This design comes from an exercise in tuning for small area and a short achievable clock period on the open sky130 flow, not from production work.
Only the layout flow was run in this run; the RTL was not checked for function there.
No activity file was given, so power comes from the tool's default toggle rates.

### design/flow/standard.sh
#!/bin/bash
# synth_recipe.tcl (not shown) runs the flow's synth.tcl, then flattens the netlist and writes it again
# the make line also repeats each setting of config.mk as NAME=value (left out here)
make -C /OpenROAD-flow-scripts/flow DESIGN_CONFIG=/design/flow/config.mk WORK_HOME=/design/flow/orfs CLKGATE_MAP_FILE= SYNTH_SCRIPT=/design/flow/synth_recipe.tcl "${@:-finish}"
### design/flow/constraint.sdc
create_clock -name core_clock -period 17.0 [get_ports {clk}]
set_input_delay 3.4000 -clock core_clock [delete_from_list [all_inputs] [get_ports {clk}]]
set_output_delay 3.4000 -clock core_clock [all_outputs]
set_load 0.01 [all_outputs]
### design/flow/flow/pre_floorplan.tcl
# Synthesis (abc) maps each Booth selector to an a22oi_2; the _1 cell is the
# same function in less area and easily drives the single gate it feeds.
set swaps {sky130_fd_sc_hd__a22oi_2 sky130_fd_sc_hd__a22oi_1}
set n 0
foreach inst [[ord::get_db_block] getInsts] {
  set m [[$inst getMaster] getName]
  if { [dict exists $swaps $m] } {
    replace_cell [get_cells [$inst getName]] [dict get $swaps $m]
    incr n
  }
}
puts "pre_floorplan: resized $n cells"
### design/flow/design.v
module vedicmult_16bit(input [15:0] a, b,
input clk, reset,
output reg [31:0] out);
wire one1;
wire two2;
wire neg3;
wire bp4;
wire bp5;
wire bp6;
wire bp7;
wire bp8;
wire bp9;
wire bp10;
wire bp11;
wire bp12;
wire bp13;
wire bp14;
wire bp15;
wire bp16;
wire bp17;
wire bp18;
wire bp19;
wire bp20;
wire pp21;
wire pp22;
wire pp23;
wire pp24;
wire one25;
wire two26;
wire neg27;
wire bp28;
wire bp29;
wire bp30;
wire bp31;
wire bp32;
wire bp33;
wire bp34;
wire bp35;
wire bp36;
wire bp37;
wire bp38;
wire bp39;
wire bp40;
wire bp41;
wire bp42;
wire bp43;
wire bp44;
wire pp45;
wire pp46;
wire one47;
wire two48;
wire neg49;
wire bp50;
wire bp51;
wire bp52;
wire bp53;
wire bp54;
wire bp55;
wire bp56;
wire bp57;
wire bp58;
wire bp59;
wire bp60;
wire bp61;
wire bp62;
wire bp63;
wire bp64;
wire bp65;
wire bp66;
wire pp67;
wire pp68;
wire one69;
wire two70;
wire neg71;
wire bp72;
wire bp73;
wire bp74;
wire bp75;
wire bp76;
wire bp77;
wire bp78;
wire bp79;
wire bp80;
wire bp81;
wire bp82;
wire bp83;
wire bp84;
wire bp85;
wire bp86;
wire bp87;
wire bp88;
wire pp89;
wire pp90;
wire one91;
wire two92;
wire neg93;
wire bp94;
wire bp95;
wire bp96;
wire bp97;
wire bp98;
wire bp99;
wire bp100;
wire bp101;
wire bp102;
wire bp103;
wire bp104;
wire bp105;
wire bp106;
wire bp107;
wire bp108;
wire bp109;
wire bp110;
wire pp111;
wire pp112;
wire one113;
wire two114;
wire neg115;
wire bp116;
wire bp117;
wire bp118;
wire bp119;
wire bp120;
wire bp121;
wire bp122;
wire bp123;
wire bp124;
wire bp125;
wire bp126;
wire bp127;
wire bp128;
wire bp129;
wire bp130;
wire bp131;
wire bp132;
wire pp133;
wire pp134;
wire one135;
wire two136;
wire neg137;
wire bp138;
wire bp139;
wire bp140;
wire bp141;
wire bp142;
wire bp143;
wire bp144;
wire bp145;
wire bp146;
wire bp147;
wire bp148;
wire bp149;
wire bp150;
wire bp151;
wire bp152;
wire bp153;
wire bp154;
wire pp155;
wire pp156;
wire one157;
wire two158;
wire neg159;
wire bp160;
wire bp161;
wire bp162;
wire bp163;
wire bp164;
wire bp165;
wire bp166;
wire bp167;
wire bp168;
wire bp169;
wire bp170;
wire bp171;
wire bp172;
wire bp173;
wire bp174;
wire bp175;
wire bp176;
wire pp177;
wire pp178;
wire pp179;
wire pp180;
wire pp181;
wire pp182;
wire pp183;
wire pp184;
wire pp185;
wire pp186;
wire pp187;
wire pp188;
wire pp189;
wire pp190;
wire pp191;
wire pp192;
wire pp193;
wire pp194;
wire pp195;
wire pp196;
wire pp197;
wire pp198;
wire pp199;
wire pp200;
wire pp201;
wire pp202;
wire pp203;
wire pp204;
wire pp205;
wire pp206;
wire s207;
wire c208;
wire s209;
wire c210;
wire s211;
wire c212;
wire s213;
wire c214;
wire s215;
wire c216;
wire s217;
wire c218;
wire s219;
wire c220;
wire s221;
wire c222;
wire s223;
wire c224;
wire s225;
wire c226;
wire s227;
wire c228;
wire s229;
wire c230;
wire s231;
wire c232;
wire s233;
wire c234;
wire s235;
wire c236;
wire s237;
wire c238;
wire s239;
wire c240;
wire s241;
wire c242;
wire s243;
wire c244;
wire s245;
wire c246;
wire s247;
wire c248;
wire s249;
wire c250;
wire s251;
wire c252;
wire s253;
wire c254;
wire s255;
wire c256;
wire s257;
wire c258;
wire s259;
wire c260;
wire s261;
wire c262;
wire s263;
wire c264;
wire s265;
wire c266;
wire s267;
wire c268;
wire s269;
wire c270;
wire s271;
wire c272;
wire s273;
wire c274;
wire s275;
wire c276;
wire s277;
wire c278;
wire s279;
wire c280;
wire s281;
wire c282;
wire s283;
wire c284;
wire s285;
wire c286;
wire s287;
wire c288;
wire s289;
wire c290;
wire s291;
wire c292;
wire s293;
wire c294;
wire s295;
wire c296;
wire s297;
wire c298;
wire s299;
wire c300;
wire s301;
wire c302;
wire s303;
wire c304;
wire s305;
wire c306;
wire s307;
wire c308;
wire s309;
wire c310;
wire s311;
wire c312;
wire s313;
wire c314;
wire s315;
wire c316;
wire s317;
wire c318;
wire s319;
wire c320;
wire s321;
wire c322;
wire s323;
wire c324;
wire s325;
wire c326;
wire s327;
wire c328;
wire s329;
wire c330;
wire s331;
wire c332;
wire s333;
wire c334;
wire s335;
wire c336;
wire s337;
wire c338;
wire s339;
wire c340;
wire s341;
wire c342;
wire s343;
wire c344;
wire s345;
wire c346;
wire s347;
wire c348;
wire s349;
wire c350;
wire s351;
wire c352;
wire s353;
wire c354;
wire s355;
wire c356;
wire s357;
wire c358;
wire s359;
wire c360;
wire s361;
wire c362;
wire s363;
wire c364;
wire s365;
wire c366;
wire s367;
wire c368;
wire s369;
wire c370;
wire s371;
wire c372;
wire s373;
wire c374;
wire s375;
wire c376;
wire s377;
wire c378;
wire s379;
wire c380;
wire s381;
wire c382;
wire s383;
wire c384;
wire s385;
wire c386;
wire s387;
wire c388;
wire s389;
wire c390;
wire s391;
wire c392;
wire s393;
wire c394;
wire s395;
wire c396;
wire s397;
wire c398;
wire s399;
wire c400;
wire s401;
wire c402;
wire s403;
wire c404;
wire s405;
wire c406;
wire s407;
wire c408;
wire s409;
wire c410;
wire s411;
wire c412;
wire s413;
wire c414;
wire s415;
wire c416;
wire s417;
wire c418;
wire s419;
wire c420;
wire s421;
wire c422;
wire s423;
wire c424;
wire s425;
wire c426;
wire s427;
wire c428;
wire s429;
wire c430;
wire s431;
wire c432;
wire s433;
wire c434;
wire s435;
wire c436;
wire s437;
wire c438;
wire s439;
wire c440;
wire s441;
wire c442;
wire s443;
wire c444;
wire s445;
wire c446;
wire s447;
wire c448;
wire s449;
wire c450;
wire s451;
wire c452;
wire s453;
wire c454;
wire s455;
wire c456;
wire s457;
wire c458;
wire s459;
wire c460;
wire s461;
wire c462;
wire s463;
wire c464;
wire s465;
wire c466;
wire ci467;
wire g468;
wire p469;
wire g470;
wire p471;
wire g472;
wire p473;
wire g474;
wire p475;
wire g476;
wire p477;
wire g478;
wire p479;
wire g480;
wire p481;
wire g482;
wire p483;
wire g484;
wire p485;
wire g486;
wire p487;
wire g488;
wire p489;
wire g490;
wire p491;
wire g492;
wire p493;
wire g494;
wire p495;
wire g496;
wire p497;
wire g498;
wire p499;
wire g500;
wire p501;
wire g502;
wire p503;
wire g504;
wire p505;
wire g506;
wire p507;
wire g508;
wire p509;
wire g510;
wire p511;
wire g512;
wire p513;
wire g514;
wire p515;
wire g516;
wire p517;
wire g518;
wire p519;
wire g520;
wire p521;
wire g522;
wire p523;
wire g524;
wire g525;
wire p526;
wire g527;
wire p528;
wire g529;
wire p530;
wire g531;
wire p532;
wire g533;
wire p534;
wire g535;
wire p536;
wire g537;
wire p538;
wire g539;
wire p540;
wire g541;
wire p542;
wire g543;
wire p544;
wire g545;
wire p546;
wire g547;
wire p548;
wire g549;
wire p550;
wire g551;
wire p552;
wire g553;
wire p554;
wire g555;
wire p556;
wire g557;
wire p558;
wire g559;
wire p560;
wire g561;
wire p562;
wire g563;
wire p564;
wire g565;
wire p566;
wire g567;
wire p568;
wire g569;
wire p570;
wire g571;
wire p572;
wire g573;
wire p574;
wire g575;
wire p576;
wire g577;
wire p578;
wire g579;
wire p580;
wire g581;
wire p582;
wire g583;
wire p584;
wire g585;
wire p586;
wire g587;
wire p588;
wire g589;
wire p590;
wire g591;
wire p592;
wire g593;
wire p594;
wire g595;
wire p596;
wire g597;
wire p598;
wire g599;
wire p600;
wire g601;
wire p602;
wire g603;
wire p604;
wire g605;
wire p606;
wire g607;
wire p608;
wire g609;
wire p610;
wire g611;
wire p612;
wire g613;
wire p614;
wire g615;
wire p616;
wire g617;
wire p618;
wire g619;
wire p620;
wire g621;
wire p622;
wire g623;
wire p624;
wire g625;
wire p626;
wire g627;
wire p628;
wire g629;
wire p630;
wire g631;
wire p632;
wire g633;
wire p634;
wire g635;
wire p636;
wire g637;
wire p638;
wire g639;
wire p640;
wire g641;
wire p642;
wire g643;
wire p644;
wire g645;
wire p646;
wire g647;
wire p648;
wire g649;
wire p650;
wire g651;
wire p652;
wire o653;
wire o654;
wire o655;
wire o656;
wire o657;
wire o658;
wire o659;
wire o660;
wire o661;
wire o662;
wire o663;
wire o664;
wire o665;
wire o666;
wire o667;
wire o668;
wire o669;
wire o670;
wire o671;
wire o672;
wire o673;
wire o674;
wire o675;
wire o676;
wire o677;
wire o678;
wire o679;
wire o680;
assign one1 = b[0] ^ 1'b0;
assign two2 = (b[1] & ~b[0] & ~1'b0) | (~b[1] & b[0] & 1'b0);
assign neg3 = b[1];
BSELN1 u_bp4 (.s(one1), .neg(neg3), .x(a[0]), .o(bp4));
BSELN u_bp5 (.one(one1), .two(two2), .neg(neg3), .x(a[1]), .y(a[0]), .o(bp5));
BSELN u_bp6 (.one(one1), .two(two2), .neg(neg3), .x(a[2]), .y(a[1]), .o(bp6));
BSELN u_bp7 (.one(one1), .two(two2), .neg(neg3), .x(a[3]), .y(a[2]), .o(bp7));
BSELN u_bp8 (.one(one1), .two(two2), .neg(neg3), .x(a[4]), .y(a[3]), .o(bp8));
BSELN u_bp9 (.one(one1), .two(two2), .neg(neg3), .x(a[5]), .y(a[4]), .o(bp9));
BSELN u_bp10 (.one(one1), .two(two2), .neg(neg3), .x(a[6]), .y(a[5]), .o(bp10));
BSELN u_bp11 (.one(one1), .two(two2), .neg(neg3), .x(a[7]), .y(a[6]), .o(bp11));
BSELN u_bp12 (.one(one1), .two(two2), .neg(neg3), .x(a[8]), .y(a[7]), .o(bp12));
BSELN u_bp13 (.one(one1), .two(two2), .neg(neg3), .x(a[9]), .y(a[8]), .o(bp13));
BSELN u_bp14 (.one(one1), .two(two2), .neg(neg3), .x(a[10]), .y(a[9]), .o(bp14));
BSELN u_bp15 (.one(one1), .two(two2), .neg(neg3), .x(a[11]), .y(a[10]), .o(bp15));
BSELN u_bp16 (.one(one1), .two(two2), .neg(neg3), .x(a[12]), .y(a[11]), .o(bp16));
BSELN u_bp17 (.one(one1), .two(two2), .neg(neg3), .x(a[13]), .y(a[12]), .o(bp17));
BSELN u_bp18 (.one(one1), .two(two2), .neg(neg3), .x(a[14]), .y(a[13]), .o(bp18));
BSELN u_bp19 (.one(one1), .two(two2), .neg(neg3), .x(a[15]), .y(a[14]), .o(bp19));
BSELN1 u_bp20 (.s(two2), .neg(neg3), .x(a[15]), .o(bp20));
assign pp21 = ~(neg3);
assign pp22 = ~(neg3);
assign pp23 = ~(neg3);
assign pp24 = ~(~neg3);
assign one25 = b[2] ^ b[1];
assign two26 = (b[3] & ~b[2] & ~b[1]) | (~b[3] & b[2] & b[1]);
assign neg27 = b[3];
BSELN1 u_bp28 (.s(one25), .neg(neg27), .x(a[0]), .o(bp28));
BSELN u_bp29 (.one(one25), .two(two26), .neg(neg27), .x(a[1]), .y(a[0]), .o(bp29));
BSELN u_bp30 (.one(one25), .two(two26), .neg(neg27), .x(a[2]), .y(a[1]), .o(bp30));
BSELN u_bp31 (.one(one25), .two(two26), .neg(neg27), .x(a[3]), .y(a[2]), .o(bp31));
BSELN u_bp32 (.one(one25), .two(two26), .neg(neg27), .x(a[4]), .y(a[3]), .o(bp32));
BSELN u_bp33 (.one(one25), .two(two26), .neg(neg27), .x(a[5]), .y(a[4]), .o(bp33));
BSELN u_bp34 (.one(one25), .two(two26), .neg(neg27), .x(a[6]), .y(a[5]), .o(bp34));
BSELN u_bp35 (.one(one25), .two(two26), .neg(neg27), .x(a[7]), .y(a[6]), .o(bp35));
BSELN u_bp36 (.one(one25), .two(two26), .neg(neg27), .x(a[8]), .y(a[7]), .o(bp36));
BSELN u_bp37 (.one(one25), .two(two26), .neg(neg27), .x(a[9]), .y(a[8]), .o(bp37));
BSELN u_bp38 (.one(one25), .two(two26), .neg(neg27), .x(a[10]), .y(a[9]), .o(bp38));
BSELN u_bp39 (.one(one25), .two(two26), .neg(neg27), .x(a[11]), .y(a[10]), .o(bp39));
BSELN u_bp40 (.one(one25), .two(two26), .neg(neg27), .x(a[12]), .y(a[11]), .o(bp40));
BSELN u_bp41 (.one(one25), .two(two26), .neg(neg27), .x(a[13]), .y(a[12]), .o(bp41));
BSELN u_bp42 (.one(one25), .two(two26), .neg(neg27), .x(a[14]), .y(a[13]), .o(bp42));
BSELN u_bp43 (.one(one25), .two(two26), .neg(neg27), .x(a[15]), .y(a[14]), .o(bp43));
BSELN1 u_bp44 (.s(two26), .neg(neg27), .x(a[15]), .o(bp44));
assign pp45 = ~(neg27);
assign pp46 = ~(~neg27);
assign one47 = b[4] ^ b[3];
assign two48 = (b[5] & ~b[4] & ~b[3]) | (~b[5] & b[4] & b[3]);
assign neg49 = b[5];
BSELN1 u_bp50 (.s(one47), .neg(neg49), .x(a[0]), .o(bp50));
BSELN u_bp51 (.one(one47), .two(two48), .neg(neg49), .x(a[1]), .y(a[0]), .o(bp51));
BSELN u_bp52 (.one(one47), .two(two48), .neg(neg49), .x(a[2]), .y(a[1]), .o(bp52));
BSELN u_bp53 (.one(one47), .two(two48), .neg(neg49), .x(a[3]), .y(a[2]), .o(bp53));
BSELN u_bp54 (.one(one47), .two(two48), .neg(neg49), .x(a[4]), .y(a[3]), .o(bp54));
BSELN u_bp55 (.one(one47), .two(two48), .neg(neg49), .x(a[5]), .y(a[4]), .o(bp55));
BSELN u_bp56 (.one(one47), .two(two48), .neg(neg49), .x(a[6]), .y(a[5]), .o(bp56));
BSELN u_bp57 (.one(one47), .two(two48), .neg(neg49), .x(a[7]), .y(a[6]), .o(bp57));
BSELN u_bp58 (.one(one47), .two(two48), .neg(neg49), .x(a[8]), .y(a[7]), .o(bp58));
BSELN u_bp59 (.one(one47), .two(two48), .neg(neg49), .x(a[9]), .y(a[8]), .o(bp59));
BSELN u_bp60 (.one(one47), .two(two48), .neg(neg49), .x(a[10]), .y(a[9]), .o(bp60));
BSELN u_bp61 (.one(one47), .two(two48), .neg(neg49), .x(a[11]), .y(a[10]), .o(bp61));
BSELN u_bp62 (.one(one47), .two(two48), .neg(neg49), .x(a[12]), .y(a[11]), .o(bp62));
BSELN u_bp63 (.one(one47), .two(two48), .neg(neg49), .x(a[13]), .y(a[12]), .o(bp63));
BSELN u_bp64 (.one(one47), .two(two48), .neg(neg49), .x(a[14]), .y(a[13]), .o(bp64));
BSELN u_bp65 (.one(one47), .two(two48), .neg(neg49), .x(a[15]), .y(a[14]), .o(bp65));
BSELN1 u_bp66 (.s(two48), .neg(neg49), .x(a[15]), .o(bp66));
assign pp67 = ~(neg49);
assign pp68 = ~(~neg49);
assign one69 = b[6] ^ b[5];
assign two70 = (b[7] & ~b[6] & ~b[5]) | (~b[7] & b[6] & b[5]);
assign neg71 = b[7];
BSELN1 u_bp72 (.s(one69), .neg(neg71), .x(a[0]), .o(bp72));
BSELN u_bp73 (.one(one69), .two(two70), .neg(neg71), .x(a[1]), .y(a[0]), .o(bp73));
BSELN u_bp74 (.one(one69), .two(two70), .neg(neg71), .x(a[2]), .y(a[1]), .o(bp74));
BSELN u_bp75 (.one(one69), .two(two70), .neg(neg71), .x(a[3]), .y(a[2]), .o(bp75));
BSELN u_bp76 (.one(one69), .two(two70), .neg(neg71), .x(a[4]), .y(a[3]), .o(bp76));
BSELN u_bp77 (.one(one69), .two(two70), .neg(neg71), .x(a[5]), .y(a[4]), .o(bp77));
BSELN u_bp78 (.one(one69), .two(two70), .neg(neg71), .x(a[6]), .y(a[5]), .o(bp78));
BSELN u_bp79 (.one(one69), .two(two70), .neg(neg71), .x(a[7]), .y(a[6]), .o(bp79));
BSELN u_bp80 (.one(one69), .two(two70), .neg(neg71), .x(a[8]), .y(a[7]), .o(bp80));
BSELN u_bp81 (.one(one69), .two(two70), .neg(neg71), .x(a[9]), .y(a[8]), .o(bp81));
BSELN u_bp82 (.one(one69), .two(two70), .neg(neg71), .x(a[10]), .y(a[9]), .o(bp82));
BSELN u_bp83 (.one(one69), .two(two70), .neg(neg71), .x(a[11]), .y(a[10]), .o(bp83));
BSELN u_bp84 (.one(one69), .two(two70), .neg(neg71), .x(a[12]), .y(a[11]), .o(bp84));
BSELN u_bp85 (.one(one69), .two(two70), .neg(neg71), .x(a[13]), .y(a[12]), .o(bp85));
BSELN u_bp86 (.one(one69), .two(two70), .neg(neg71), .x(a[14]), .y(a[13]), .o(bp86));
BSELN u_bp87 (.one(one69), .two(two70), .neg(neg71), .x(a[15]), .y(a[14]), .o(bp87));
BSELN1 u_bp88 (.s(two70), .neg(neg71), .x(a[15]), .o(bp88));
assign pp89 = ~(neg71);
assign pp90 = ~(~neg71);
assign one91 = b[8] ^ b[7];
assign two92 = (b[9] & ~b[8] & ~b[7]) | (~b[9] & b[8] & b[7]);
assign neg93 = b[9];
BSELN1 u_bp94 (.s(one91), .neg(neg93), .x(a[0]), .o(bp94));
BSELN u_bp95 (.one(one91), .two(two92), .neg(neg93), .x(a[1]), .y(a[0]), .o(bp95));
BSELN u_bp96 (.one(one91), .two(two92), .neg(neg93), .x(a[2]), .y(a[1]), .o(bp96));
BSELN u_bp97 (.one(one91), .two(two92), .neg(neg93), .x(a[3]), .y(a[2]), .o(bp97));
BSELN u_bp98 (.one(one91), .two(two92), .neg(neg93), .x(a[4]), .y(a[3]), .o(bp98));
BSELN u_bp99 (.one(one91), .two(two92), .neg(neg93), .x(a[5]), .y(a[4]), .o(bp99));
BSELN u_bp100 (.one(one91), .two(two92), .neg(neg93), .x(a[6]), .y(a[5]), .o(bp100));
BSELN u_bp101 (.one(one91), .two(two92), .neg(neg93), .x(a[7]), .y(a[6]), .o(bp101));
BSELN u_bp102 (.one(one91), .two(two92), .neg(neg93), .x(a[8]), .y(a[7]), .o(bp102));
BSELN u_bp103 (.one(one91), .two(two92), .neg(neg93), .x(a[9]), .y(a[8]), .o(bp103));
BSELN u_bp104 (.one(one91), .two(two92), .neg(neg93), .x(a[10]), .y(a[9]), .o(bp104));
BSELN u_bp105 (.one(one91), .two(two92), .neg(neg93), .x(a[11]), .y(a[10]), .o(bp105));
BSELN u_bp106 (.one(one91), .two(two92), .neg(neg93), .x(a[12]), .y(a[11]), .o(bp106));
BSELN u_bp107 (.one(one91), .two(two92), .neg(neg93), .x(a[13]), .y(a[12]), .o(bp107));
BSELN u_bp108 (.one(one91), .two(two92), .neg(neg93), .x(a[14]), .y(a[13]), .o(bp108));
BSELN u_bp109 (.one(one91), .two(two92), .neg(neg93), .x(a[15]), .y(a[14]), .o(bp109));
BSELN1 u_bp110 (.s(two92), .neg(neg93), .x(a[15]), .o(bp110));
assign pp111 = ~(neg93);
assign pp112 = ~(~neg93);
assign one113 = b[10] ^ b[9];
assign two114 = (b[11] & ~b[10] & ~b[9]) | (~b[11] & b[10] & b[9]);
assign neg115 = b[11];
BSELN1 u_bp116 (.s(one113), .neg(neg115), .x(a[0]), .o(bp116));
BSELN u_bp117 (.one(one113), .two(two114), .neg(neg115), .x(a[1]), .y(a[0]), .o(bp117));
BSELN u_bp118 (.one(one113), .two(two114), .neg(neg115), .x(a[2]), .y(a[1]), .o(bp118));
BSELN u_bp119 (.one(one113), .two(two114), .neg(neg115), .x(a[3]), .y(a[2]), .o(bp119));
BSELN u_bp120 (.one(one113), .two(two114), .neg(neg115), .x(a[4]), .y(a[3]), .o(bp120));
BSELN u_bp121 (.one(one113), .two(two114), .neg(neg115), .x(a[5]), .y(a[4]), .o(bp121));
BSELN u_bp122 (.one(one113), .two(two114), .neg(neg115), .x(a[6]), .y(a[5]), .o(bp122));
BSELN u_bp123 (.one(one113), .two(two114), .neg(neg115), .x(a[7]), .y(a[6]), .o(bp123));
BSELN u_bp124 (.one(one113), .two(two114), .neg(neg115), .x(a[8]), .y(a[7]), .o(bp124));
BSELN u_bp125 (.one(one113), .two(two114), .neg(neg115), .x(a[9]), .y(a[8]), .o(bp125));
BSELN u_bp126 (.one(one113), .two(two114), .neg(neg115), .x(a[10]), .y(a[9]), .o(bp126));
BSELN u_bp127 (.one(one113), .two(two114), .neg(neg115), .x(a[11]), .y(a[10]), .o(bp127));
BSELN u_bp128 (.one(one113), .two(two114), .neg(neg115), .x(a[12]), .y(a[11]), .o(bp128));
BSELN u_bp129 (.one(one113), .two(two114), .neg(neg115), .x(a[13]), .y(a[12]), .o(bp129));
BSELN u_bp130 (.one(one113), .two(two114), .neg(neg115), .x(a[14]), .y(a[13]), .o(bp130));
BSELN u_bp131 (.one(one113), .two(two114), .neg(neg115), .x(a[15]), .y(a[14]), .o(bp131));
BSELN1 u_bp132 (.s(two114), .neg(neg115), .x(a[15]), .o(bp132));
assign pp133 = ~(neg115);
assign pp134 = ~(~neg115);
assign one135 = b[12] ^ b[11];
assign two136 = (b[13] & ~b[12] & ~b[11]) | (~b[13] & b[12] & b[11]);
assign neg137 = b[13];
BSELN1 u_bp138 (.s(one135), .neg(neg137), .x(a[0]), .o(bp138));
BSELN u_bp139 (.one(one135), .two(two136), .neg(neg137), .x(a[1]), .y(a[0]), .o(bp139));
BSELN u_bp140 (.one(one135), .two(two136), .neg(neg137), .x(a[2]), .y(a[1]), .o(bp140));
BSELN u_bp141 (.one(one135), .two(two136), .neg(neg137), .x(a[3]), .y(a[2]), .o(bp141));
BSELN u_bp142 (.one(one135), .two(two136), .neg(neg137), .x(a[4]), .y(a[3]), .o(bp142));
BSELN u_bp143 (.one(one135), .two(two136), .neg(neg137), .x(a[5]), .y(a[4]), .o(bp143));
BSELN u_bp144 (.one(one135), .two(two136), .neg(neg137), .x(a[6]), .y(a[5]), .o(bp144));
BSELN u_bp145 (.one(one135), .two(two136), .neg(neg137), .x(a[7]), .y(a[6]), .o(bp145));
BSELN u_bp146 (.one(one135), .two(two136), .neg(neg137), .x(a[8]), .y(a[7]), .o(bp146));
BSELN u_bp147 (.one(one135), .two(two136), .neg(neg137), .x(a[9]), .y(a[8]), .o(bp147));
BSELN u_bp148 (.one(one135), .two(two136), .neg(neg137), .x(a[10]), .y(a[9]), .o(bp148));
BSELN u_bp149 (.one(one135), .two(two136), .neg(neg137), .x(a[11]), .y(a[10]), .o(bp149));
BSELN u_bp150 (.one(one135), .two(two136), .neg(neg137), .x(a[12]), .y(a[11]), .o(bp150));
BSELN u_bp151 (.one(one135), .two(two136), .neg(neg137), .x(a[13]), .y(a[12]), .o(bp151));
BSELN u_bp152 (.one(one135), .two(two136), .neg(neg137), .x(a[14]), .y(a[13]), .o(bp152));
BSELN u_bp153 (.one(one135), .two(two136), .neg(neg137), .x(a[15]), .y(a[14]), .o(bp153));
BSELN1 u_bp154 (.s(two136), .neg(neg137), .x(a[15]), .o(bp154));
assign pp155 = ~(neg137);
assign pp156 = ~(~neg137);
assign one157 = b[14] ^ b[13];
assign two158 = (b[15] & ~b[14] & ~b[13]) | (~b[15] & b[14] & b[13]);
assign neg159 = b[15];
BSELN1 u_bp160 (.s(one157), .neg(neg159), .x(a[0]), .o(bp160));
BSELN u_bp161 (.one(one157), .two(two158), .neg(neg159), .x(a[1]), .y(a[0]), .o(bp161));
BSELN u_bp162 (.one(one157), .two(two158), .neg(neg159), .x(a[2]), .y(a[1]), .o(bp162));
BSELN u_bp163 (.one(one157), .two(two158), .neg(neg159), .x(a[3]), .y(a[2]), .o(bp163));
BSELN u_bp164 (.one(one157), .two(two158), .neg(neg159), .x(a[4]), .y(a[3]), .o(bp164));
BSELN u_bp165 (.one(one157), .two(two158), .neg(neg159), .x(a[5]), .y(a[4]), .o(bp165));
BSELN u_bp166 (.one(one157), .two(two158), .neg(neg159), .x(a[6]), .y(a[5]), .o(bp166));
BSELN u_bp167 (.one(one157), .two(two158), .neg(neg159), .x(a[7]), .y(a[6]), .o(bp167));
BSELN u_bp168 (.one(one157), .two(two158), .neg(neg159), .x(a[8]), .y(a[7]), .o(bp168));
BSELN u_bp169 (.one(one157), .two(two158), .neg(neg159), .x(a[9]), .y(a[8]), .o(bp169));
BSELN u_bp170 (.one(one157), .two(two158), .neg(neg159), .x(a[10]), .y(a[9]), .o(bp170));
BSELN u_bp171 (.one(one157), .two(two158), .neg(neg159), .x(a[11]), .y(a[10]), .o(bp171));
BSELN u_bp172 (.one(one157), .two(two158), .neg(neg159), .x(a[12]), .y(a[11]), .o(bp172));
BSELN u_bp173 (.one(one157), .two(two158), .neg(neg159), .x(a[13]), .y(a[12]), .o(bp173));
BSELN u_bp174 (.one(one157), .two(two158), .neg(neg159), .x(a[14]), .y(a[13]), .o(bp174));
BSELN u_bp175 (.one(one157), .two(two158), .neg(neg159), .x(a[15]), .y(a[14]), .o(bp175));
BSELN1 u_bp176 (.s(two158), .neg(neg159), .x(a[15]), .o(bp176));
assign pp177 = ~(neg159);
assign pp178 = ~(~neg159);
assign pp179 = ~(a[0] & b[15]);
assign pp180 = ~(a[1] & b[15]);
assign pp181 = ~(a[2] & b[15]);
assign pp182 = ~(a[3] & b[15]);
assign pp183 = ~(a[4] & b[15]);
assign pp184 = ~(a[5] & b[15]);
assign pp185 = ~(a[6] & b[15]);
assign pp186 = ~(a[7] & b[15]);
assign pp187 = ~(a[8] & b[15]);
assign pp188 = ~(a[9] & b[15]);
assign pp189 = ~(a[10] & b[15]);
assign pp190 = ~(a[11] & b[15]);
assign pp191 = ~(a[12] & b[15]);
assign pp192 = ~(a[13] & b[15]);
assign pp193 = ~(a[14] & b[15]);
assign pp194 = ~(a[15] & b[15]);
assign pp195 = ~(~(a[4] & b[15]));
assign pp196 = ~(a[4] & b[15]);
assign pp197 = ~(~(a[6] & b[15]));
assign pp198 = ~(a[6] & b[15]);
assign pp199 = ~(~(a[8] & b[15]));
assign pp200 = ~(a[8] & b[15]);
assign pp201 = ~(~(a[10] & b[15]));
assign pp202 = ~(a[10] & b[15]);
assign pp203 = ~(~(a[12] & b[15]));
assign pp204 = ~(a[12] & b[15]);
assign pp205 = ~(~(a[14] & b[15]));
assign pp206 = ~(a[14] & b[15]);
XN2 u_s207 (.x(pp133), .y(bp14), .o(s207));
OR2 u_c208 (.x(pp133), .y(bp14), .o(c208));
XN2 u_s209 (.x(bp15), .y(bp37), .o(s209));
OR2 u_c210 (.x(bp15), .y(bp37), .o(c210));
FA u_s211 (.x(pp155), .y(bp16), .z(bp38), .s(s211), .c(c212));
XN2 u_s213 (.x(bp58), .y(bp78), .o(s213));
OR2 u_c214 (.x(bp58), .y(bp78), .o(c214));
FA u_s215 (.x(bp17), .y(bp39), .z(bp59), .s(s215), .c(c216));
XN2 u_s217 (.x(bp79), .y(bp99), .o(s217));
OR2 u_c218 (.x(bp79), .y(bp99), .o(c218));
FA u_s219 (.x(pp177), .y(bp18), .z(bp40), .s(s219), .c(c220));
FA u_s221 (.x(bp60), .y(bp80), .z(bp100), .s(s221), .c(c222));
XN2 u_s223 (.x(bp120), .y(bp140), .o(s223));
OR2 u_c224 (.x(bp120), .y(bp140), .o(c224));
FA u_s225 (.x(bp19), .y(bp41), .z(bp61), .s(s225), .c(c226));
FA u_s227 (.x(bp81), .y(bp101), .z(bp121), .s(s227), .c(c228));
XN2 u_s229 (.x(bp141), .y(bp161), .o(s229));
OR2 u_c230 (.x(bp141), .y(bp161), .o(c230));
FA u_s231 (.x(pp179), .y(bp20), .z(bp42), .s(s231), .c(c232));
FA u_s233 (.x(bp62), .y(bp82), .z(bp102), .s(s233), .c(c234));
FA u_s235 (.x(bp122), .y(bp142), .z(bp162), .s(s235), .c(c236));
FA u_s237 (.x(pp22), .y(pp180), .z(bp43), .s(s237), .c(c238));
FA u_s239 (.x(bp63), .y(bp83), .z(bp103), .s(s239), .c(c240));
FA u_s241 (.x(bp123), .y(bp143), .z(bp163), .s(s241), .c(c242));
FA u_s243 (.x(pp23), .y(pp181), .z(bp44), .s(s243), .c(c244));
FA u_s245 (.x(bp64), .y(bp84), .z(bp104), .s(s245), .c(c246));
FA u_s247 (.x(bp124), .y(bp144), .z(bp164), .s(s247), .c(c248));
FA u_s249 (.x(pp24), .y(pp46), .z(pp182), .s(s249), .c(c250));
FA u_s251 (.x(bp65), .y(bp85), .z(bp105), .s(s251), .c(c252));
FA u_s253 (.x(bp125), .y(bp145), .z(bp165), .s(s253), .c(c254));
FA u_s255 (.x(pp195), .y(bp66), .z(bp86), .s(s255), .c(c256));
FA u_s257 (.x(bp106), .y(bp126), .z(bp146), .s(s257), .c(c258));
FA u_s259 (.x(pp68), .y(pp184), .z(pp196), .s(s259), .c(c260));
FA u_s261 (.x(bp87), .y(bp107), .z(bp127), .s(s261), .c(c262));
FA u_s263 (.x(pp197), .y(bp88), .z(bp108), .s(s263), .c(c264));
FA u_s265 (.x(pp90), .y(pp186), .z(pp198), .s(s265), .c(c266));
XN2 u_s267 (.x(pp89), .y(bp10), .o(s267));
OR2 u_c268 (.x(pp89), .y(bp10), .o(c268));
XN2 u_s269 (.x(bp11), .y(bp33), .o(s269));
OR2 u_c270 (.x(bp11), .y(bp33), .o(c270));
FA u_s271 (.x(pp111), .y(bp12), .z(bp34), .s(s271), .c(c272));
XN2 u_s273 (.x(bp54), .y(bp74), .o(s273));
OR2 u_c274 (.x(bp54), .y(bp74), .o(c274));
FA u_s275 (.x(bp13), .y(bp35), .z(bp55), .s(s275), .c(c276));
XN2 u_s277 (.x(bp75), .y(bp95), .o(s277));
OR2 u_c278 (.x(bp75), .y(bp95), .o(c278));
FA u_s279 (.x(bp36), .y(bp56), .z(bp76), .s(s279), .c(c280));
FA u_s281 (.x(bp96), .y(bp116), .z(s207), .s(s281), .c(c282));
FA u_s283 (.x(bp57), .y(bp77), .z(bp97), .s(s283), .c(c284));
FA u_s285 (.x(bp117), .y(c208), .z(s209), .s(s285), .c(c286));
FA u_s287 (.x(bp98), .y(bp118), .z(bp138), .s(s287), .c(c288));
FA u_s289 (.x(c210), .y(s213), .z(s211), .s(s289), .c(c290));
FA u_s291 (.x(bp119), .y(bp139), .z(c214), .s(s291), .c(c292));
FA u_s293 (.x(s217), .y(c212), .z(s215), .s(s293), .c(c294));
FA u_s295 (.x(bp160), .y(c218), .z(s223), .s(s295), .c(c296));
FA u_s297 (.x(c216), .y(s219), .z(s221), .s(s297), .c(c298));
FA u_s299 (.x(c224), .y(s229), .z(c220), .s(s299), .c(c300));
FA u_s301 (.x(c222), .y(s225), .z(s227), .s(s301), .c(c302));
FA u_s303 (.x(c230), .y(c226), .z(c228), .s(s303), .c(c304));
FA u_s305 (.x(s231), .y(s233), .z(s235), .s(s305), .c(c306));
FA u_s307 (.x(c232), .y(c234), .z(c236), .s(s307), .c(c308));
FA u_s309 (.x(s237), .y(s239), .z(s241), .s(s309), .c(c310));
FA u_s311 (.x(c238), .y(c240), .z(c242), .s(s311), .c(c312));
FA u_s313 (.x(s243), .y(s245), .z(s247), .s(s313), .c(c314));
FA u_s315 (.x(s249), .y(c244), .z(c246), .s(s315), .c(c316));
FA u_s317 (.x(c248), .y(s251), .z(s253), .s(s317), .c(c318));
FA u_s319 (.x(bp166), .y(c250), .z(c252), .s(s319), .c(c320));
FA u_s321 (.x(c254), .y(s255), .z(s257), .s(s321), .c(c322));
FA u_s323 (.x(bp147), .y(bp167), .z(s259), .s(s323), .c(c324));
FA u_s325 (.x(c256), .y(c258), .z(s261), .s(s325), .c(c326));
FA u_s327 (.x(bp128), .y(bp148), .z(bp168), .s(s327), .c(c328));
FA u_s329 (.x(c260), .y(c262), .z(s263), .s(s329), .c(c330));
FA u_s331 (.x(bp109), .y(bp129), .z(bp149), .s(s331), .c(c332));
FA u_s333 (.x(bp169), .y(s265), .z(c264), .s(s333), .c(c334));
FA u_s335 (.x(pp199), .y(bp110), .z(bp130), .s(s335), .c(c336));
FA u_s337 (.x(bp150), .y(bp170), .z(c266), .s(s337), .c(c338));
FA u_s339 (.x(pp112), .y(pp188), .z(pp200), .s(s339), .c(c340));
FA u_s341 (.x(bp131), .y(bp151), .z(bp171), .s(s341), .c(c342));
FA u_s343 (.x(pp201), .y(bp132), .z(bp152), .s(s343), .c(c344));
FA u_s345 (.x(pp134), .y(pp190), .z(pp202), .s(s345), .c(c346));
XN2 u_s347 (.x(pp67), .y(bp8), .o(s347));
OR2 u_c348 (.x(pp67), .y(bp8), .o(c348));
XN2 u_s349 (.x(bp9), .y(bp31), .o(s349));
OR2 u_c350 (.x(bp9), .y(bp31), .o(c350));
FA u_s351 (.x(bp32), .y(bp52), .z(bp72), .s(s351), .c(c352));
FA u_s353 (.x(bp53), .y(bp73), .z(c268), .s(s353), .c(c354));
FA u_s355 (.x(bp94), .y(c270), .z(s273), .s(s355), .c(c356));
FA u_s357 (.x(c274), .y(s277), .z(c272), .s(s357), .c(c358));
FA u_s359 (.x(c278), .y(c276), .z(s279), .s(s359), .c(c360));
FA u_s361 (.x(c280), .y(s283), .z(c282), .s(s361), .c(c362));
FA u_s363 (.x(c284), .y(s287), .z(c286), .s(s363), .c(c364));
FA u_s365 (.x(c288), .y(s291), .z(c290), .s(s365), .c(c366));
FA u_s367 (.x(c292), .y(s295), .z(c294), .s(s367), .c(c368));
FA u_s369 (.x(c296), .y(s299), .z(c298), .s(s369), .c(c370));
FA u_s371 (.x(c300), .y(s303), .z(c302), .s(s371), .c(c372));
FA u_s373 (.x(c304), .y(s307), .z(c306), .s(s373), .c(c374));
FA u_s375 (.x(c308), .y(s311), .z(c310), .s(s375), .c(c376));
FA u_s377 (.x(c312), .y(s315), .z(c314), .s(s377), .c(c378));
FA u_s379 (.x(c316), .y(s319), .z(c318), .s(s379), .c(c380));
FA u_s381 (.x(s323), .y(c320), .z(c322), .s(s381), .c(c382));
FA u_s383 (.x(s327), .y(c324), .z(c326), .s(s383), .c(c384));
FA u_s385 (.x(c328), .y(s331), .z(s333), .s(s385), .c(c386));
FA u_s387 (.x(c332), .y(s335), .z(s337), .s(s387), .c(c388));
FA u_s389 (.x(s339), .y(c336), .z(s341), .s(s389), .c(c390));
FA u_s391 (.x(bp172), .y(c340), .z(c342), .s(s391), .c(c392));
FA u_s393 (.x(bp153), .y(bp173), .z(s345), .s(s393), .c(c394));
FA u_s395 (.x(pp203), .y(bp154), .z(bp174), .s(s395), .c(c396));
FA u_s397 (.x(pp156), .y(pp192), .z(pp204), .s(s397), .c(c398));
XN2 u_s399 (.x(pp45), .y(bp6), .o(s399));
OR2 u_c400 (.x(pp45), .y(bp6), .o(c400));
XN2 u_s401 (.x(bp7), .y(bp29), .o(s401));
OR2 u_c402 (.x(bp7), .y(bp29), .o(c402));
FA u_s403 (.x(bp30), .y(bp50), .z(s347), .s(s403), .c(c404));
FA u_s405 (.x(bp51), .y(c348), .z(s349), .s(s405), .c(c406));
FA u_s407 (.x(c350), .y(s267), .z(s351), .s(s407), .c(c408));
FA u_s409 (.x(s269), .y(c352), .z(s353), .s(s409), .c(c410));
FA u_s411 (.x(s271), .y(c354), .z(s355), .s(s411), .c(c412));
FA u_s413 (.x(s275), .y(c356), .z(s357), .s(s413), .c(c414));
FA u_s415 (.x(s281), .y(c358), .z(s359), .s(s415), .c(c416));
FA u_s417 (.x(s285), .y(c360), .z(s361), .s(s417), .c(c418));
FA u_s419 (.x(s289), .y(c362), .z(s363), .s(s419), .c(c420));
FA u_s421 (.x(s293), .y(c364), .z(s365), .s(s421), .c(c422));
FA u_s423 (.x(s297), .y(c366), .z(s367), .s(s423), .c(c424));
FA u_s425 (.x(s301), .y(c368), .z(s369), .s(s425), .c(c426));
FA u_s427 (.x(s305), .y(c370), .z(s371), .s(s427), .c(c428));
FA u_s429 (.x(s309), .y(c372), .z(s373), .s(s429), .c(c430));
FA u_s431 (.x(s313), .y(c374), .z(s375), .s(s431), .c(c432));
FA u_s433 (.x(s317), .y(c376), .z(s377), .s(s433), .c(c434));
FA u_s435 (.x(s321), .y(c378), .z(s379), .s(s435), .c(c436));
FA u_s437 (.x(s325), .y(c380), .z(s381), .s(s437), .c(c438));
FA u_s439 (.x(s329), .y(c382), .z(s383), .s(s439), .c(c440));
FA u_s441 (.x(c330), .y(c384), .z(s385), .s(s441), .c(c442));
FA u_s443 (.x(c334), .y(s387), .z(c386), .s(s443), .c(c444));
FA u_s445 (.x(c338), .y(s389), .z(c388), .s(s445), .c(c446));
FA u_s447 (.x(s343), .y(s391), .z(c390), .s(s447), .c(c448));
FA u_s449 (.x(c344), .y(s393), .z(c392), .s(s449), .c(c450));
FA u_s451 (.x(c346), .y(s395), .z(c394), .s(s451), .c(c452));
FA u_s453 (.x(bp175), .y(s397), .z(c396), .s(s453), .c(c454));
FA u_s455 (.x(pp205), .y(bp176), .z(c398), .s(s455), .c(c456));
FA u_s457 (.x(pp178), .y(pp194), .z(pp206), .s(s457), .c(c458));
XN2 u_s459 (.x(pp21), .y(bp4), .o(s459));
OR2 u_c460 (.x(pp21), .y(bp4), .o(c460));
XN2 u_s461 (.x(bp5), .y(c460), .o(s461));
OR2 u_c462 (.x(bp5), .y(c460), .o(c462));
FA u_s463 (.x(bp28), .y(s399), .z(c462), .s(s463), .c(c464));
FA u_s465 (.x(s401), .y(c400), .z(c464), .s(s465), .c(c466));
assign ci467 = ~c466;
NR2 u_g468 (.x(s403), .y(c402), .o(g468));
X2 u_p469 (.x(s403), .y(c402), .o(p469));
NR2 u_g470 (.x(s405), .y(c404), .o(g470));
X2 u_p471 (.x(s405), .y(c404), .o(p471));
NR2 u_g472 (.x(s407), .y(c406), .o(g472));
X2 u_p473 (.x(s407), .y(c406), .o(p473));
NR2 u_g474 (.x(s409), .y(c408), .o(g474));
X2 u_p475 (.x(s409), .y(c408), .o(p475));
NR2 u_g476 (.x(s411), .y(c410), .o(g476));
X2 u_p477 (.x(s411), .y(c410), .o(p477));
NR2 u_g478 (.x(s413), .y(c412), .o(g478));
X2 u_p479 (.x(s413), .y(c412), .o(p479));
NR2 u_g480 (.x(s415), .y(c414), .o(g480));
X2 u_p481 (.x(s415), .y(c414), .o(p481));
NR2 u_g482 (.x(s417), .y(c416), .o(g482));
X2 u_p483 (.x(s417), .y(c416), .o(p483));
NR2 u_g484 (.x(s419), .y(c418), .o(g484));
X2 u_p485 (.x(s419), .y(c418), .o(p485));
NR2 u_g486 (.x(s421), .y(c420), .o(g486));
X2 u_p487 (.x(s421), .y(c420), .o(p487));
NR2 u_g488 (.x(s423), .y(c422), .o(g488));
X2 u_p489 (.x(s423), .y(c422), .o(p489));
NR2 u_g490 (.x(s425), .y(c424), .o(g490));
X2 u_p491 (.x(s425), .y(c424), .o(p491));
NR2 u_g492 (.x(s427), .y(c426), .o(g492));
X2 u_p493 (.x(s427), .y(c426), .o(p493));
NR2 u_g494 (.x(s429), .y(c428), .o(g494));
X2 u_p495 (.x(s429), .y(c428), .o(p495));
NR2 u_g496 (.x(s431), .y(c430), .o(g496));
X2 u_p497 (.x(s431), .y(c430), .o(p497));
NR2 u_g498 (.x(s433), .y(c432), .o(g498));
X2 u_p499 (.x(s433), .y(c432), .o(p499));
NR2 u_g500 (.x(s435), .y(c434), .o(g500));
X2 u_p501 (.x(s435), .y(c434), .o(p501));
NR2 u_g502 (.x(s437), .y(c436), .o(g502));
X2 u_p503 (.x(s437), .y(c436), .o(p503));
NR2 u_g504 (.x(s439), .y(c438), .o(g504));
X2 u_p505 (.x(s439), .y(c438), .o(p505));
NR2 u_g506 (.x(s441), .y(c440), .o(g506));
X2 u_p507 (.x(s441), .y(c440), .o(p507));
NR2 u_g508 (.x(s443), .y(c442), .o(g508));
X2 u_p509 (.x(s443), .y(c442), .o(p509));
NR2 u_g510 (.x(s445), .y(c444), .o(g510));
X2 u_p511 (.x(s445), .y(c444), .o(p511));
NR2 u_g512 (.x(s447), .y(c446), .o(g512));
X2 u_p513 (.x(s447), .y(c446), .o(p513));
NR2 u_g514 (.x(s449), .y(c448), .o(g514));
X2 u_p515 (.x(s449), .y(c448), .o(p515));
NR2 u_g516 (.x(s451), .y(c450), .o(g516));
X2 u_p517 (.x(s451), .y(c450), .o(p517));
NR2 u_g518 (.x(s453), .y(c452), .o(g518));
X2 u_p519 (.x(s453), .y(c452), .o(p519));
NR2 u_g520 (.x(s455), .y(c454), .o(g520));
X2 u_p521 (.x(s455), .y(c454), .o(p521));
NR2 u_g522 (.x(s457), .y(c456), .o(g522));
X2 u_p523 (.x(s457), .y(c456), .o(p523));
assign g524 = g468 | (p469 & ci467);
assign g525 = g470 | (p471 & g524);
assign p526 = p471 & p469;
assign g527 = g474 | (p475 & g472);
assign p528 = p475 & p473;
assign g529 = g478 | (p479 & g476);
assign p530 = p479 & p477;
assign g531 = g482 | (p483 & g480);
assign p532 = p483 & p481;
assign g533 = g486 | (p487 & g484);
assign p534 = p487 & p485;
assign g535 = g490 | (p491 & g488);
assign p536 = p491 & p489;
assign g537 = g494 | (p495 & g492);
assign p538 = p495 & p493;
assign g539 = g498 | (p499 & g496);
assign p540 = p499 & p497;
assign g541 = g502 | (p503 & g500);
assign p542 = p503 & p501;
assign g543 = g506 | (p507 & g504);
assign p544 = p507 & p505;
assign g545 = g510 | (p511 & g508);
assign p546 = p511 & p509;
assign g547 = g514 | (p515 & g512);
assign p548 = p515 & p513;
assign g549 = g518 | (p519 & g516);
assign p550 = p519 & p517;
assign g551 = g522 | (p523 & g520);
assign p552 = p523 & p521;
assign g553 = g472 | (p473 & g525);
assign p554 = p473 & p526;
assign g555 = g527 | (p528 & g525);
assign p556 = p528 & p526;
assign g557 = g480 | (p481 & g529);
assign p558 = p481 & p530;
assign g559 = g531 | (p532 & g529);
assign p560 = p532 & p530;
assign g561 = g488 | (p489 & g533);
assign p562 = p489 & p534;
assign g563 = g535 | (p536 & g533);
assign p564 = p536 & p534;
assign g565 = g496 | (p497 & g537);
assign p566 = p497 & p538;
assign g567 = g539 | (p540 & g537);
assign p568 = p540 & p538;
assign g569 = g504 | (p505 & g541);
assign p570 = p505 & p542;
assign g571 = g543 | (p544 & g541);
assign p572 = p544 & p542;
assign g573 = g512 | (p513 & g545);
assign p574 = p513 & p546;
assign g575 = g547 | (p548 & g545);
assign p576 = p548 & p546;
assign g577 = g520 | (p521 & g549);
assign p578 = p521 & p550;
assign g579 = g551 | (p552 & g549);
assign p580 = p552 & p550;
assign g581 = g476 | (p477 & g555);
assign p582 = p477 & p556;
assign g583 = g529 | (p530 & g555);
assign p584 = p530 & p556;
assign g585 = g557 | (p558 & g555);
assign p586 = p558 & p556;
assign g587 = g559 | (p560 & g555);
assign p588 = p560 & p556;
assign g589 = g492 | (p493 & g563);
assign p590 = p493 & p564;
assign g591 = g537 | (p538 & g563);
assign p592 = p538 & p564;
assign g593 = g565 | (p566 & g563);
assign p594 = p566 & p564;
assign g595 = g567 | (p568 & g563);
assign p596 = p568 & p564;
assign g597 = g508 | (p509 & g571);
assign p598 = p509 & p572;
assign g599 = g545 | (p546 & g571);
assign p600 = p546 & p572;
assign g601 = g573 | (p574 & g571);
assign p602 = p574 & p572;
assign g603 = g575 | (p576 & g571);
assign p604 = p576 & p572;
assign g605 = g484 | (p485 & g587);
assign p606 = p485 & p588;
assign g607 = g533 | (p534 & g587);
assign p608 = p534 & p588;
assign g609 = g561 | (p562 & g587);
assign p610 = p562 & p588;
assign g611 = g563 | (p564 & g587);
assign p612 = p564 & p588;
assign g613 = g589 | (p590 & g587);
assign p614 = p590 & p588;
assign g615 = g591 | (p592 & g587);
assign p616 = p592 & p588;
assign g617 = g593 | (p594 & g587);
assign p618 = p594 & p588;
assign g619 = g595 | (p596 & g587);
assign p620 = p596 & p588;
assign g621 = g516 | (p517 & g603);
assign p622 = p517 & p604;
assign g623 = g549 | (p550 & g603);
assign p624 = p550 & p604;
assign g625 = g577 | (p578 & g603);
assign p626 = p578 & p604;
assign g627 = g579 | (p580 & g603);
assign p628 = p580 & p604;
assign g629 = g500 | (p501 & g619);
assign p630 = p501 & p620;
assign g631 = g541 | (p542 & g619);
assign p632 = p542 & p620;
assign g633 = g569 | (p570 & g619);
assign p634 = p570 & p620;
assign g635 = g571 | (p572 & g619);
assign p636 = p572 & p620;
assign g637 = g597 | (p598 & g619);
assign p638 = p598 & p620;
assign g639 = g599 | (p600 & g619);
assign p640 = p600 & p620;
assign g641 = g601 | (p602 & g619);
assign p642 = p602 & p620;
assign g643 = g603 | (p604 & g619);
assign p644 = p604 & p620;
assign g645 = g621 | (p622 & g619);
assign p646 = p622 & p620;
assign g647 = g623 | (p624 & g619);
assign p648 = p624 & p620;
assign g649 = g625 | (p626 & g619);
assign p650 = p626 & p620;
assign g651 = g627 | (p628 & g619);
assign p652 = p628 & p620;
X2 u_o653 (.x(p469), .y(ci467), .o(o653));
X2 u_o654 (.x(p471), .y(g524), .o(o654));
X2 u_o655 (.x(p473), .y(g525), .o(o655));
X2 u_o656 (.x(p475), .y(g553), .o(o656));
X2 u_o657 (.x(p477), .y(g555), .o(o657));
X2 u_o658 (.x(p479), .y(g581), .o(o658));
X2 u_o659 (.x(p481), .y(g583), .o(o659));
X2 u_o660 (.x(p483), .y(g585), .o(o660));
X2 u_o661 (.x(p485), .y(g587), .o(o661));
X2 u_o662 (.x(p487), .y(g605), .o(o662));
X2 u_o663 (.x(p489), .y(g607), .o(o663));
X2 u_o664 (.x(p491), .y(g609), .o(o664));
X2 u_o665 (.x(p493), .y(g611), .o(o665));
X2 u_o666 (.x(p495), .y(g613), .o(o666));
X2 u_o667 (.x(p497), .y(g615), .o(o667));
X2 u_o668 (.x(p499), .y(g617), .o(o668));
X2 u_o669 (.x(p501), .y(g619), .o(o669));
X2 u_o670 (.x(p503), .y(g629), .o(o670));
X2 u_o671 (.x(p505), .y(g631), .o(o671));
X2 u_o672 (.x(p507), .y(g633), .o(o672));
X2 u_o673 (.x(p509), .y(g635), .o(o673));
X2 u_o674 (.x(p511), .y(g637), .o(o674));
X2 u_o675 (.x(p513), .y(g639), .o(o675));
X2 u_o676 (.x(p515), .y(g641), .o(o676));
X2 u_o677 (.x(p517), .y(g643), .o(o677));
X2 u_o678 (.x(p519), .y(g645), .o(o678));
X2 u_o679 (.x(p521), .y(g647), .o(o679));
X2 u_o680 (.x(p523), .y(g649), .o(o680));
wire [31:0] prod = {o680, o679, o678, o677, o676, o675, o674, o673, o672, o671, o670, o669, o668, o667, o666, o665, o664, o663, o662, o661, o660, o659, o658, o657, o656, o655, o654, o653, ~s465, ~s463, ~s461, ~s459};
always @(posedge clk) begin
  if (reset) out <= prod;
  else out <= 32'd0;
end
endmodule
module FA(input x, y, z, output s, c);
assign s = x ^ y ^ z;
assign c = (x & y) | (x & z) | (y & z);
endmodule
module XN2(input x, y, output o);
assign o = ~(x ^ y);
endmodule
module OR2(input x, y, output o);
assign o = x | y;
endmodule
module X2(input x, y, output o);
assign o = x ^ y;
endmodule
module NR2(input x, y, output o);
assign o = ~(x | y);
endmodule
module BSELN(input one, two, neg, x, y, output o);
assign o = ~(((one & x) | (two & y)) ^ neg);
endmodule
module BSELN1(input s, neg, x, output o);
assign o = ~((s & x) ^ neg);
endmodule
### design/flow/config.mk
export PLATFORM = sky130hd
export DESIGN_NAME = vedicmult_16bit
export DESIGN_NICKNAME = vedicmult_16bit
export VERILOG_FILES = /design/flow/design.v
export SDC_FILE = /design/flow/constraint.sdc
export NUM_CORES = 4
export LEC_CHECK = 0
export CAP_MARGIN = 20
export CORE_MARGIN = 2
export CORE_UTILIZATION = 40
export CTS_BUF_LIST = sky130_fd_sc_hd__clkbuf_4 sky130_fd_sc_hd__clkbuf_8
export SLEW_MARGIN = 20
export SYNTH_HIERARCHICAL = 1
export SYNTH_MINIMUM_KEEP_SIZE = 0
### design/flow/flow/run.sh
#!/bin/bash
# Own layout flow: the standard ORFS flow (standard.sh), with the input and
# output port buffers made of plain buf_2 cells (the default picks a delay cell).
set -euo pipefail
export BUFFER_PORTS_ARGS="-buffer_cell sky130_fd_sc_hd__buf_2"
export PRE_FLOORPLAN_TCL="$PWD/flow/pre_floorplan.tcl"
bash standard.sh > standard.log 2>&1
==> out/metrics.cfg <==
[cells_and_area]
reg.largest.list = out (32)
drive_gt1_share_pct = 12.76
nets = 923
antenna_cells = 0
largest_reg_flops = 32
largest-register = out
final_cell_area_sq_mm = 0.007675
fillCellCount = 1610

[power]
switching_share_pct = 51.84
ir_drop_mv = 0.1386
p_per_area_mw_per_mm2 = 259.8
power_frac_comb_pct = 90.1
p_leak_uw = 0.003161
seqPwrFrac_pct = 6.4
power_frac_clock_pct = 3.5
p_sw_uw = 1034
internal_power_uw = 960.2

[die]
die_h_microns = 135.2
num_rows = 47
die_width_microns = 135.2
ioPinCount = 66
start_util_pct = 41.21
design.core.area_sq_mm = 0.01670
floorplan.die_area_sq_mm = 0.01827

[sta]
maxSlewViolCount = 0
max_freq_mhz = 108.4
fin_ws_ps = 7774
fin_setup_tns_ps = 0
min_period_ps = 9226
rsz0062_at_grt = no
worst_pin_slew_ps = 993.6
max_slew_margin_pct = 33.51
holdWs_ps = 3591
setup_violations = 0
period_share_pct = 54.27
finalHoldViolations = 0

[clock_tree]
cts_tree = built
cts_buffers = 5
cts_resized = 0
cts_root_buf = clkbuf_8
numClockSinks = 32
holdBufCountCts = 0
clk_pin_slew_ps = 80
post_cts_buffers = 0
clk_path_buf_depth = 2
htree_levels = 2

[min_path]
hold_class = in2reg

[placed_design]
io_buffers = 65
pre_cts_ws_ps = 7413
hpwlAfterDp_mm = 13.36
routabilityCongestion = 0.8770
placed_area_sq_mm = 0.007570

[worst_setup_path]
path_buf_inv = 2
crit_family = adder cells
cp.arrival_ps = 9440
start_kind = primary input
critPathMaxStageDelay_ps = 820
criticalPathCategory = in2reg
crit_path_start = b[1]
critPathRequiredTime_ps = 17220
path_cells = buf_2, inv_1, nor2_1, a22oi_1, xor2_1, fa_1, fa_1, fa_1, fa_1, xor2_1, and4_2, a221o_1, a21oi_4, o31ai_4, a311oi_2, o31ai_1, xor2_1, and2_1
endpoint_kind = register
cp_common_cell = fa_1
path_max_fanout = 22
crit_path_end = out[31]$_SDFF_PN0_
worstSetupPathDepth = 18
slowest_stage = nor2_1

[yosys]
synthCells = 695
yosys_warnings = 7
syn_nets = 843

[drt]
vias = 5556
detail_route.vias_per_cell = 5.578
antenna_left = 0
routed_wirelength_mm = 18.30
drt-wirelength-per-cell_microns = 18.38
drt_iter0_drc = 392
drc = 0
first_pass_iters = 6

[global_route]
overflow = 0
grt_antenna_before_repair = 0
grt_pass1_vias = 5900
track_usage_pct = 21.28
grt_pass1_wl_mm = 30.53
grt_max_degree = 37

[status]
status = timing/DRC/antenna clean

[run]
drv_cap = 0

## worst min-delay path by stage
stage / start / end / slack (ps) / depth (start not counted)
3_5_place_dp: out[10]$_SDFF_PN0_ / out[10] / 3790 / 1
2_1_floorplan: reset / out[0]$_SDFF_PN0_ / 3530 / 1
3_3_place_gp: out[10]$_SDFF_PN0_ / out[10] / 3790 / 1
4_1_cts: reset / out[0]$_SDFF_PN0_ / 3610 / 2
6_report: reset / out[2]$_SDFF_PN0_ / 3590 / 2
5_1_grt: reset / out[1]$_SDFF_PN0_ / 3650 / 2
## metrics by stage
step / std cells / util [%] / power (uW)
final: 996 / 45.95 / 1994
after global routing: 996 / 45.95 / 2229
after CTS: 996 / 45.91 / 2010
after detailed placement: 988 / 45.33 / 1931
after global placement: 988 / 45.28 / 1905
after floorplan: 695 / - / 1577
## placed cells by master, fill, tap and decap left out, types with 16 or more instances in the layout
| cell type | n |
|---|---|
| dfxtp_1 | 32 |
| or2_1 | 17 |
| nor2_1 | 29 |
| fa_1 | 114 |
| xor2_1 | 197 |
| nand2_1 | 38 |
| a22oi_1 | 120 |
| inv_1 | 17 |
| a21o_1 | 17 |
| xnor2_1 | 16 |
| buf_2 | 65 |
| and2_1 | 28 |
## area by class of cell
class / instances / area, sq um / share of cell area [%]
multi-input cells: 641 / 6175 / 80.45
flip-flops and latches: 32 / 640.6 / 8.347
repair buffers: 78 / 422.9 / 5.510
well taps: 220 / 275.3 / 3.587
clock buffers: 8 / 97.59 / 1.272
inverters: 17 / 63.81 / 0.8314
## layer usage
layer / part of all wire [%] / up-vias / GRT usage [%]
met1: 43 / 2762 / 28.90
met3: 7.3 / 24 / 4.003
li1: - / 2546 / -
met4: 1.6 / 0 / 5.845
met2: 48 / 224 / 35.03
met5: 0 / - / 0
## power groups by stage
stage / Combinational, uW / Sequential [uW] / Clock, uW
floorplan: 1430 / 147 / 0
global placement: 1780 / 129 / 0
detailed placement: 1800 / 130 / 0
CTS: 1810 / 128 / 72.2
global route: 2020 / 131 / 76.1
finish: 1800 / 128 / 69.0

## what the ideal ports hide
No port has a modelled driver above. Below, the same layout with a new extraction and two added sets of constraints. Step 1 sets driving cells, clkbuf_16 on the clock port and buf_2 on the other inputs (assumed; they add their load-dependent delay and slew). Step 2 times the ports against the registers' clock, not the clock port: input delays grow and output delays shrink by t, the midpoint of the rising clock arrivals with the driver on. a / b / c = ideal ports / drivers / drivers and shift; a / b = the first two.
shift t [ns]: 0.347
setup WS [ns]: 7.774 / 7.787 / 7.440
worst hold slack (ns): 3.591 / 3.573 / 3.813
slew at the worst register clock pin (ns): 0.08 / 0.08
cell pins on the clock port's net: 1
After both steps setup and hold are still met in this run. The setup slack of this run moves by +0.013 ns with the drivers and by -0.334 ns with both steps.
